Context: an optimization exercise on an open-source flow, tuned for small area, a short achievable clock period and few clock cycles per item. The choices shown serve that exercise and are no tape-out recipe. RTL that was checked went through simulation tests only; none was proved equivalent to the original. No driver is modelled on the clock port, so clocking that relies on it looks cheaper here than on a real chip.

==> flow/design.v (excerpt) <==
module OSTop (clk, rstnSys, startSys, MemOutputA0, MemOutputA1, MemOutputA2, MemOutputA3, MemOutputB0, MemOutputB1, MemOutputB2, MemOutputB3, OpC00, OpC01, OpC02, OpC03, OpC10, OpC11, OpC12, OpC13, OpC20, OpC21, OpC22, OpC23, OpC30, OpC31, OpC32, OpC33, BankAddr, start_check);
input clk, rstnSys, startSys;
input [255:0] MemOutputA0, MemOutputA1, MemOutputA2, MemOutputA3;
input [255:0] MemOutputB0, MemOutputB1, MemOutputB2, MemOutputB3;
output [31:0] OpC00, OpC01, OpC02, OpC03;
output [31:0] OpC10, OpC11, OpC12, OpC13;
output [31:0] OpC20, OpC21, OpC22, OpC23;
output [31:0] OpC30, OpC31, OpC32, OpC33;
output [9:0] BankAddr;
output start_check;
wire [1:0] phase;
CTRL ctrl (clk, rstnSys, startSys, phase, BankAddr, start_check);
DATA data (clk, phase, MemOutputA0, MemOutputA1, MemOutputA2, MemOutputA3,
           MemOutputB0, MemOutputB1, MemOutputB2, MemOutputB3,
           OpC00, OpC01, OpC02, OpC03, OpC10, OpC11, OpC12, OpC13,
           OpC20, OpC21, OpC22, OpC23, OpC30, OpC31, OpC32, OpC33);
endmodule
Size in the first run: about 30000 cells after synthesis, ~380000 µm² of cells after synthesis.
clock: 11.0 ns
lec_check: 0
cap_margin: 20
cell_pad_in_sites_global_placement: 1
core_margin: 2
core_utilization: 30
place_density: 0.4
slew_margin: 20
synth_hierarchical: 1
standard.sh (not shown) runs the stock make flow with config.mk's settings and CLKGATE_MAP_FILE= SYNTH_SCRIPT=/design/flow/synth_recipe.tcl, a recipe that flattens the netlist after the stock synthesis.
==> flow/flow/run.sh <==
#!/bin/bash
# Own layout flow: the standard ORFS flow (standard.sh) with these changes to
# how the layout is made:
#  - the timing repair steps run with a larger setup-slack margin
#    (flow/margin.txt), so they aim at a shorter period than constraint.sdc's;
#  - global routing keeps more of met1/met2 free (flow/fastroute.tcl), which
#    leaves room for pin access;
#  - detailed placement keeps empty sites beside the a222oi cells (flow/pad.tcl),
#    whose input pins are hard to reach;
#  - every input and output port gets a buffer as in the standard flow, but
#    the smallest one (buf_1); timing repair resizes it where needed.
# Every tool's output goes to log files in this work folder (flow_make.log and
# ORFS's own logs under orfs/logs).
set -euo pipefail
cd "$(dirname "$0")/.."
W=$PWD
MARGIN=$(cat flow/margin.txt)
bash standard.sh SETUP_SLACK_MARGIN=$MARGIN FASTROUTE_TCL=$W/flow/fastroute.tcl \
  PRE_DETAIL_PLACE_TCL=$W/flow/pad.tcl PRE_CTS_TCL=$W/flow/pad.tcl \
  PRE_GLOBAL_ROUTE_TCL=$W/flow/pregrt.tcl \
  "BUFFER_PORTS_ARGS=-buffer_cell sky130_fd_sc_hd__buf_1" finish > flow_make.log 2>&1 || { tail -50 flow_make.log; exit 1; }
tail -5 flow_make.log
==> flow/flow/fastroute.tcl <==
# Global routing capacity per layer: keep more of met1/met2 free for pin access.
set_global_routing_layer_adjustment met1 0.65
set_global_routing_layer_adjustment met2 0.45
set_global_routing_layer_adjustment met3 0.2
set_global_routing_layer_adjustment met4 0.2
set_global_routing_layer_adjustment met5 0.2
set_routing_layers -clock met3-met5
set_routing_layers -signal met1-met5
==> flow/flow/margin.txt <==
7.2
==> flow/flow/pad.tcl <==
set_placement_padding -masters sky130_fd_sc_hd__a222oi_1 -left 2 -right 2
==> flow/flow/pregrt.tcl <==
source [file join [file dirname [info script]] fastroute.tcl]
source [file join [file dirname [info script]] pad.tcl]
The starting point did not get past 5_1_grt on GRT-0232.
Testbench counts at the start, summed over its fixed seeds: cycles 6,432, items 1,600.
Then changed:
==> flow/flow/run.sh (replaced) <==
#!/bin/bash
# Own layout flow: the standard ORFS flow (standard.sh) with two changes to
# how the layout is made:
#  - the timing repair steps run with a larger setup-slack margin
#    (flow/margin.txt), so they aim at a shorter period than constraint.sdc's;
#  - global routing keeps more of the lower metal layers free
#    (flow/fastroute.tcl), which leaves room on met1/met2 for pin access and
#    lets the detailed router finish.
# Every tool's output goes to log files in this work folder (flow_make.log and
# ORFS's own logs under orfs/logs).
set -euo pipefail
cd "$(dirname "$0")/.."
W=$PWD
MARGIN=$(cat flow/margin.txt)
bash standard.sh SETUP_SLACK_MARGIN=$MARGIN FASTROUTE_TCL=$W/flow/fastroute.tcl \
  PRE_GLOBAL_ROUTE_TCL=$W/flow/fastroute.tcl finish > flow_make.log 2>&1 || { tail -50 flow_make.log; exit 1; }
tail -5 flow_make.log
==> flow/flow/fastroute.tcl (replaced) <==
# Global routing capacity per layer: keep more of met1/met2 free for pin access.
set_global_routing_layer_adjustment met1 0.7
set_global_routing_layer_adjustment met2 0.5
set_global_routing_layer_adjustment met3 0.15
set_global_routing_layer_adjustment met4 0.15
set_global_routing_layer_adjustment met5 0.15
set_routing_layers -clock met3-met5
set_routing_layers -signal met1-met5
==> flow/flow/margin.txt (replaced) <==
6.7
--- a/flow/config.mk
+++ b/flow/config.mk
@@ -9 +8,0 @@
-export CELL_PAD_IN_SITES_GLOBAL_PLACEMENT = 1
@@ -12 +11 @@
-export PLACE_DENSITY = 0.4
+export PLACE_DENSITY = 0.38
removed: flow/flow/pad.tcl
removed: flow/flow/pregrt.tcl
Result: The new run aborted during 5_1_grt, error GRT-0232. Synthesized area stays the same. Synthesized cell count is unchanged.
Then changed:
--- a/flow/flow/run.sh
+++ b/flow/flow/run.sh
@@ -2 +2 @@
-# Own layout flow: the standard ORFS flow (standard.sh) with two changes to
+# Own layout flow: the standard ORFS flow (standard.sh) with these changes to
@@ -6,3 +6,6 @@
-#  - global routing keeps more of the lower metal layers free
-#    (flow/fastroute.tcl), which leaves room on met1/met2 for pin access and
-#    lets the detailed router finish.
+#  - global routing keeps more of met1/met2 free (flow/fastroute.tcl), which
+#    leaves room for pin access;
+#  - detailed placement keeps empty sites beside the a222oi cells (flow/pad.tcl),
+#    whose input pins are hard to reach;
+#  - every input and output port gets a buffer as in the standard flow, but
+#    the smallest one (buf_1); timing repair resizes it where needed.
@@ -16 +19,3 @@
-  PRE_GLOBAL_ROUTE_TCL=$W/flow/fastroute.tcl finish > flow_make.log 2>&1 || { tail -50 flow_make.log; exit 1; }
+  PRE_DETAIL_PLACE_TCL=$W/flow/pad.tcl PRE_CTS_TCL=$W/flow/pad.tcl \
+  PRE_GLOBAL_ROUTE_TCL=$W/flow/pregrt.tcl \
+  "BUFFER_PORTS_ARGS=-buffer_cell sky130_fd_sc_hd__buf_1" finish > flow_make.log 2>&1 || { tail -50 flow_make.log; exit 1; }
==> flow/flow/fastroute.tcl (replaced) <==
# Global routing capacity per layer: keep more of met1/met2 free for pin access.
set_global_routing_layer_adjustment met1 0.62
set_global_routing_layer_adjustment met2 0.42
set_global_routing_layer_adjustment met3 0.2
set_global_routing_layer_adjustment met4 0.2
set_global_routing_layer_adjustment met5 0.2
set_routing_layers -clock met3-met5
set_routing_layers -signal met1-met5
==> flow/flow/margin.txt (replaced) <==
7.0
==> flow/flow/pad.tcl (new file) <==
set_placement_padding -masters sky130_fd_sc_hd__a222oi_1 -left 2 -right 2
==> flow/flow/pregrt.tcl (new file) <==
source [file join [file dirname [info script]] fastroute.tcl]
source [file join [file dirname [info script]] pad.tcl]
--- a/flow/config.mk
+++ b/flow/config.mk
@@ -8,0 +9 @@
+export CELL_PAD_IN_SITES_GLOBAL_PLACEMENT = 1
@@ -10 +11 @@
-export CORE_UTILIZATION = 30
+export CORE_UTILIZATION = 28
- The new run did not get past 5_1_grt
- area after synthesis stays the same
- synthesized cell count does not change

OSTop, a different RTL version from the one above (not shown whole).
For scale: ~57,000 cells after synthesis, about 2,600 I/O pins, roughly 0.71 mm2 of cells after synthesis.
Settings: LEC_CHECK=0, CAP_MARGIN=20, CELL_PAD_IN_SITES_GLOBAL_PLACEMENT=1, CORE_MARGIN=2, CORE_UTILIZATION=22, PLACE_DENSITY=0.3, SLEW_MARGIN=20, SYNTH_HIERARCHICAL=1; clock period 11.0 ns.
==> flow/flow/run.sh <==
#!/bin/bash
# Own layout flow: the standard ORFS flow (standard.sh) with these changes to
# how the layout is made:
#  - the timing repair steps run with a larger setup-slack margin
#    (flow/margin.txt), so they aim at a shorter period than constraint.sdc's;
#  - global routing keeps more of met1/met2 free (flow/fastroute.tcl), which
#    leaves room for pin access;
#  - detailed placement keeps empty sites beside the a222oi cells (flow/pad.tcl),
#    whose input pins are hard to reach;
#  - every input and output port gets a buffer as in the standard flow, but
#    the smallest one (buf_1); timing repair resizes it where needed.
# Every tool's output goes to log files in this work folder (flow_make.log and
# ORFS's own logs under orfs/logs).
set -euo pipefail
cd "$(dirname "$0")/.."
W=$PWD
MARGIN=$(cat flow/margin.txt)
bash standard.sh SETUP_SLACK_MARGIN=$MARGIN FASTROUTE_TCL=$W/flow/fastroute.tcl \
  PRE_DETAIL_PLACE_TCL=$W/flow/pad.tcl PRE_CTS_TCL=$W/flow/pad.tcl \
  PRE_GLOBAL_ROUTE_TCL=$W/flow/pregrt.tcl \
  "BUFFER_PORTS_ARGS=-buffer_cell sky130_fd_sc_hd__buf_1" finish > flow_make.log 2>&1 || { tail -50 flow_make.log; exit 1; }
tail -5 flow_make.log
==> flow/flow/fastroute.tcl <==
# Global routing capacity per layer: keep more of met1/met2 free for pin access.
set_global_routing_layer_adjustment met1 0.62
set_global_routing_layer_adjustment met2 0.42
set_global_routing_layer_adjustment met3 0.2
set_global_routing_layer_adjustment met4 0.2
set_global_routing_layer_adjustment met5 0.2
set_routing_layers -clock met3-met5
set_routing_layers -signal met1-met5
==> flow/flow/margin.txt <==
6.7
==> flow/flow/pad.tcl <==
set_placement_padding -masters sky130_fd_sc_hd__a222oi_1 -left 2 -right 2
==> flow/flow/pregrt.tcl <==
source [file join [file dirname [info script]] fastroute.tcl]
source [file join [file dirname [info script]] pad.tcl]
The first run aborted during global routing (5_1_grt).
Testbench counts at the start, summed over its fixed seeds: cycles 3,232, items 1,600.
Then changed:
==> flow/flow/fastroute.tcl (replaced) <==
# Global routing capacity per layer: keep more of met1/met2 free for pin access.
set_global_routing_layer_adjustment met1 0.65
set_global_routing_layer_adjustment met2 0.45
set_global_routing_layer_adjustment met3 0.2
set_global_routing_layer_adjustment met4 0.2
set_global_routing_layer_adjustment met5 0.2
set_routing_layers -clock met3-met5
set_routing_layers -signal met1-met5
CORE_UTILIZATION = 30   (was 22)
PLACE_DENSITY = 0.4   (was 0.3)
The changed run stopped in global routing (5_1_grt) on GRT-0116. Area after synthesis does not change. Synthesized cell count is unchanged.

OSTop, a different RTL version from the one above (not shown whole).
Size: ~55,000 cells after synthesis, ~2,600 I/O pins, about 670,000 um^2 of cells after synthesis.
==> flow/config.mk <==
export PLATFORM = sky130hd
export DESIGN_NAME = OSTop
export DESIGN_NICKNAME = OSTop
export VERILOG_FILES = /design/flow/design.v
export SDC_FILE = /design/flow/constraint.sdc
export NUM_CORES = 8
export LEC_CHECK = 0
export CAP_MARGIN = 20
export CORE_MARGIN = 2
export CORE_UTILIZATION = 25
export SETUP_SLACK_MARGIN = 5
export SLEW_MARGIN = 20
export SYNTH_HIERARCHICAL = 1
==> flow/constraint.sdc <==
create_clock -name core_clock -period 11.0 [get_ports {clk}]
set_input_delay 2.2000 -clock core_clock [delete_from_list [all_inputs] [get_ports {clk}]]
set_output_delay 2.2000 -clock core_clock [all_outputs]
set_load 0.01 [all_outputs]
run.sh (not shown) runs the stock make flow with config.mk's settings and CLKGATE_MAP_FILE= SYNTH_SCRIPT=/design/flow/synth_recipe.tcl, a recipe that flattens the netlist after the stock synthesis.
Stock flow here: none of the scripts above is used.
The first run failed in global routing, error GRT-0116.
Rerun with:
CORE_UTILIZATION = 32   (was 25)
Effect: The changed run ended with an error in global routing; synthesized area does not change; synthesized cell count does not change.
No functional check of the RTL was part of any run of this note.
